Source: an optimization exercise on an open RTL-to-GDS flow (aim: small area and a short achievable clock period). Production flows keep margins and buffers that such runs may drop.
Function was checked by simulation only, so behaviour that the tests miss may differ from the original.

## oak
==> flow/design.v <==
`timescale 1ns/1ps
module packet_router #(
  parameter integer PATH_COUNT = 4,
  parameter integer DATA_WIDTH = 64
)(
  input   wire                                  iClk,
  input   wire                                  iRst,
  input   wire                                  iPktValid,
  input   wire  [DATA_WIDTH-1:0]                iPktData,
  output  wire  [DATA_WIDTH-1:0]                oData,
  output  wire  [PATH_COUNT-1:0]                oDataVld,
  input   wire  [PATH_COUNT-1:0] [31:0]         iRegMatchCriteria
);
reg  [3:0]            occ [0:3];  
reg  [3:0]            wp  [0:3];  
reg  [3:0]            rp  [0:3];  
reg  [DATA_WIDTH-1:0] mem [0:15];  
reg  [3:0]            sel;
reg  [DATA_WIDTH-1:0] dataOut;
reg  [3:0]            dataOutVld;
wire [3:0] wr;
genvar q, k;
generate
  for (q = 0; q < 4; q = q + 1) begin : g_wr
    assign wr[q] = iPktValid & (iRegMatchCriteria[q][31:28] == iPktData[DATA_WIDTH-1:DATA_WIDTH-4]);
  end
endgenerate
wire [3:0] ne = {occ[3][0], occ[2][0], occ[1][0], occ[0][0]};
wire [3:0] rd = sel & ne;
wire [15:0] rsel;
generate
  for (q = 0; q < 4; q = q + 1) begin : g_rsel
    assign rsel[4*q+3:4*q] = rp[q] & {4{sel[q]}};
  end
endgenerate
reg [DATA_WIDTH-1:0] rdata;
integer e;
always @(*) begin
  rdata = {DATA_WIDTH{1'b0}};
  for (e = 0; e < 16; e = e + 1)
    rdata = rdata | ({DATA_WIDTH{rsel[e]}} & mem[e]);
end
wire [3:0] ne_nxt;
wire [3:0] occ_nxt [0:3];
wire [3:0] wp_nxt  [0:3];
reg  [3:0] wen     [0:3];  
generate
  for (q = 0; q < 4; q = q + 1) begin : g_q
    assign ne_nxt[q] = wr[q] | occ[q][1] | (occ[q][0] & ~sel[q]);
    assign occ_nxt[q] = (wr[q] & ~rd[q]) ? {occ[q][2:0], 1'b1} :
                        (rd[q] & ~wr[q]) ? {1'b0, occ[q][3:1]} : occ[q];
    assign wp_nxt[q] = wr[q] ? {wp[q][2:0], wp[q][3]} : wp[q];
    always @(posedge iClk) begin
      if (iRst) begin
        occ[q] <= 4'b0000;
        wp[q]  <= 4'b0001;
        rp[q]  <= 4'b0001;
      end else begin
        occ[q] <= occ_nxt[q];
        wp[q]  <= wp_nxt[q];
        if (rd[q]) rp[q] <= {rp[q][2:0], rp[q][3]};
      end
    end
    for (k = 0; k < 4; k = k + 1) begin : g_slot
      always @(posedge iClk) begin
        if (wen[q][k])
          mem[4*q+k] <= iPktData;
      end
    end
  end
endgenerate
wire [3:0] n = ne_nxt;
reg  [3:0] sel_nxt;
integer p, j;
always @(*) begin
  for (j = 0; j < 4; j = j + 1) begin
    sel_nxt[j] = 1'b0;
    for (p = 0; p < 4; p = p + 1) begin
      case ((j - p) & 3)
        1: sel_nxt[j] = sel_nxt[j] | (sel[p] & (n[j] | ~(n[(p+2)&3] | n[(p+3)&3] | n[p])));
        2: sel_nxt[j] = sel_nxt[j] | (sel[p] & n[j] & ~n[(p+1)&3]);
        3: sel_nxt[j] = sel_nxt[j] | (sel[p] & n[j] & ~n[(p+1)&3] & ~n[(p+2)&3]);
        default: sel_nxt[j] = sel_nxt[j] | (sel[p] & n[j] & ~n[(p+1)&3] & ~n[(p+2)&3] & ~n[(p+3)&3]);
      endcase
    end
  end
end
integer r;
always @(posedge iClk) begin
  if (iRst) begin
    sel        <= 4'b0010;
    for (r = 0; r < 4; r = r + 1)
      wen[r]   <= 4'b0001;
    dataOutVld <= 4'd0;
  end else begin
    sel        <= sel_nxt;
    for (r = 0; r < 4; r = r + 1)
      wen[r]   <= wp_nxt[r] & {4{~occ_nxt[r][3] | sel_nxt[r]}};
    dataOutVld <= rd;
  end
  dataOut <= rdata;
end
assign oData    = dataOut;
assign oDataVld = dataOutVld;
endmodule
clock: 5.0 ns
lec_check: 0
cap_margin: 20
core_margin: 2
core_utilization: 60
cts_cluster_diameter: 80
cts_cluster_size: 25
setup_slack_margin: 3.0
slew_margin: 20
tns_end_percent: 25
run.sh (not shown) runs the stock make flow with config.mk's settings and CLKGATE_MAP_FILE= SYNTH_SCRIPT=/design/flow/synth_recipe.tcl, a recipe that flattens the netlist after the stock synthesis.
Input-level comparison between pine and oak:
diff --git a/flow/design.v b/flow/design.v
--- a/flow/design.v
+++ b/flow/design.v
@@ -25,47 +25,45 @@
     assign wr[q] = iPktValid & (iRegMatchCriteria[q][31:28] == iPktData[DATA_WIDTH-1:DATA_WIDTH-4]);
   end
 endgenerate
 wire [3:0] ne = {occ[3][0], occ[2][0], occ[1][0], occ[0][0]};
 wire [3:0] rd = sel & ne;
-wire [15:0] rsel;
+wire [DATA_WIDTH-1:0] head [0:3];
 generate
-  for (q = 0; q < 4; q = q + 1) begin : g_rsel
-    assign rsel[4*q+3:4*q] = rp[q] & {4{sel[q]}};
+  for (q = 0; q < 4; q = q + 1) begin : g_head
+    assign head[q] = ({DATA_WIDTH{rp[q][0]}} & mem[4*q+0])
+                   | ({DATA_WIDTH{rp[q][1]}} & mem[4*q+1])
+                   | ({DATA_WIDTH{rp[q][2]}} & mem[4*q+2])
+                   | ({DATA_WIDTH{rp[q][3]}} & mem[4*q+3]);
   end
 endgenerate
-reg [DATA_WIDTH-1:0] rdata;
-integer e;
-always @(*) begin
-  rdata = {DATA_WIDTH{1'b0}};
-  for (e = 0; e < 16; e = e + 1)
-    rdata = rdata | ({DATA_WIDTH{rsel[e]}} & mem[e]);
-end
+wire [DATA_WIDTH-1:0] rdata = ({DATA_WIDTH{sel[0]}} & head[0])
+                            | ({DATA_WIDTH{sel[1]}} & head[1])
+                            | ({DATA_WIDTH{sel[2]}} & head[2])
+                            | ({DATA_WIDTH{sel[3]}} & head[3]);
 wire [3:0] ne_nxt;
-wire [3:0] occ_nxt [0:3];
-wire [3:0] wp_nxt  [0:3];
-reg  [3:0] wen     [0:3];  
 generate
   for (q = 0; q < 4; q = q + 1) begin : g_q
     assign ne_nxt[q] = wr[q] | occ[q][1] | (occ[q][0] & ~sel[q]);
-    assign occ_nxt[q] = (wr[q] & ~rd[q]) ? {occ[q][2:0], 1'b1} :
-                        (rd[q] & ~wr[q]) ? {1'b0, occ[q][3:1]} : occ[q];
-    assign wp_nxt[q] = wr[q] ? {wp[q][2:0], wp[q][3]} : wp[q];
     always @(posedge iClk) begin
       if (iRst) begin
         occ[q] <= 4'b0000;
         wp[q]  <= 4'b0001;
         rp[q]  <= 4'b0001;
       end else begin
-        occ[q] <= occ_nxt[q];
-        wp[q]  <= wp_nxt[q];
+        if (wr[q] & ~rd[q])
+          occ[q] <= {occ[q][2:0], 1'b1};
+        else if (rd[q] & ~wr[q])
+          occ[q] <= {1'b0, occ[q][3:1]};
+        if (wr[q]) wp[q] <= {wp[q][2:0], wp[q][3]};
         if (rd[q]) rp[q] <= {rp[q][2:0], rp[q][3]};
       end
     end
+    wire wfree = ~occ[q][3] | sel[q];
     for (k = 0; k < 4; k = k + 1) begin : g_slot
       always @(posedge iClk) begin
-        if (wen[q][k])
+        if (wp[q][k] && wfree)
           mem[4*q+k] <= iPktData;
       end
     end
   end
 endgenerate
@@ -83,21 +81,16 @@
         default: sel_nxt[j] = sel_nxt[j] | (sel[p] & n[j] & ~n[(p+1)&3] & ~n[(p+2)&3] & ~n[(p+3)&3]);
       endcase
     end
   end
 end
-integer r;
 always @(posedge iClk) begin
   if (iRst) begin
     sel        <= 4'b0010;
-    for (r = 0; r < 4; r = r + 1)
-      wen[r]   <= 4'b0001;
     dataOutVld <= 4'd0;
   end else begin
     sel        <= sel_nxt;
-    for (r = 0; r < 4; r = r + 1)
-      wen[r]   <= wp_nxt[r] & {4{~occ_nxt[r][3] | sel_nxt[r]}};
     dataOutVld <= rd;
   end
   dataOut <= rdata;
 end
 assign oData    = dataOut;
[summary]
Relative to oak, simple-gate share of the synthesized area has gone up in pine. For the sequential share of layout area, pine came in 0.98 points lower than oak did. Core area came out higher on pine than on oak. Compared to oak, pine has worst setup slack 0.023 ns lower. Taking pine as 1.0, oak lands at 0.912 on final cell count. Delta (pine minus oak): number of vias in the routed layout has increased; via count of the first global-routing pass has increased. oak reports its standard cell with the maximum stage delay on the critical path as sky130_fd_sc_hd__dfxtp_4 while pine reports sky130_fd_sc_hd__and2_2. Looking at launch point of the critical path, the sel[0]$_SDFF_PP0_ result is from pine; the dataOut[0]$_DFF_P_ one comes from oak. Number of enable-type register cells in the synthesized netlist came out exactly the same in pine and oak.

static timing again, ports no longer ideal:
How much do the figures lean on ideal ports? The routed layouts below were timed once more, with nothing changed but the port constraints.
Step 1 sets driving cells, clkbuf_16 on the clock port and buf_2 on the other inputs (assumed; they add their load-dependent delay and slew).
Step 2, shift: input delay + t, output delay - t, t = (earliest + latest rising clock arrival at the registers) / 2. This alone moves slack from input paths to output paths.
a / b / c = ideal ports / drivers / drivers and shift; a / b = the first two.
run | t, ns | setup WS [ns] | worst setup path after step 2 | worst data-port slew with drivers (ns) | cell pins on the clock port's net
oak | 0.709 | 2.844 / 2.777 / 2.210 | input to register | 0.15 | 1
pine | 0.708 | 2.821 / 2.782 / 2.272 | input to register | 0.15 | 1
After both steps setup and hold are still met in every run listed. For oak, which loses most, drivers alone change the setup slack by -0.067 ns; drivers and shift together by -0.634 ns.
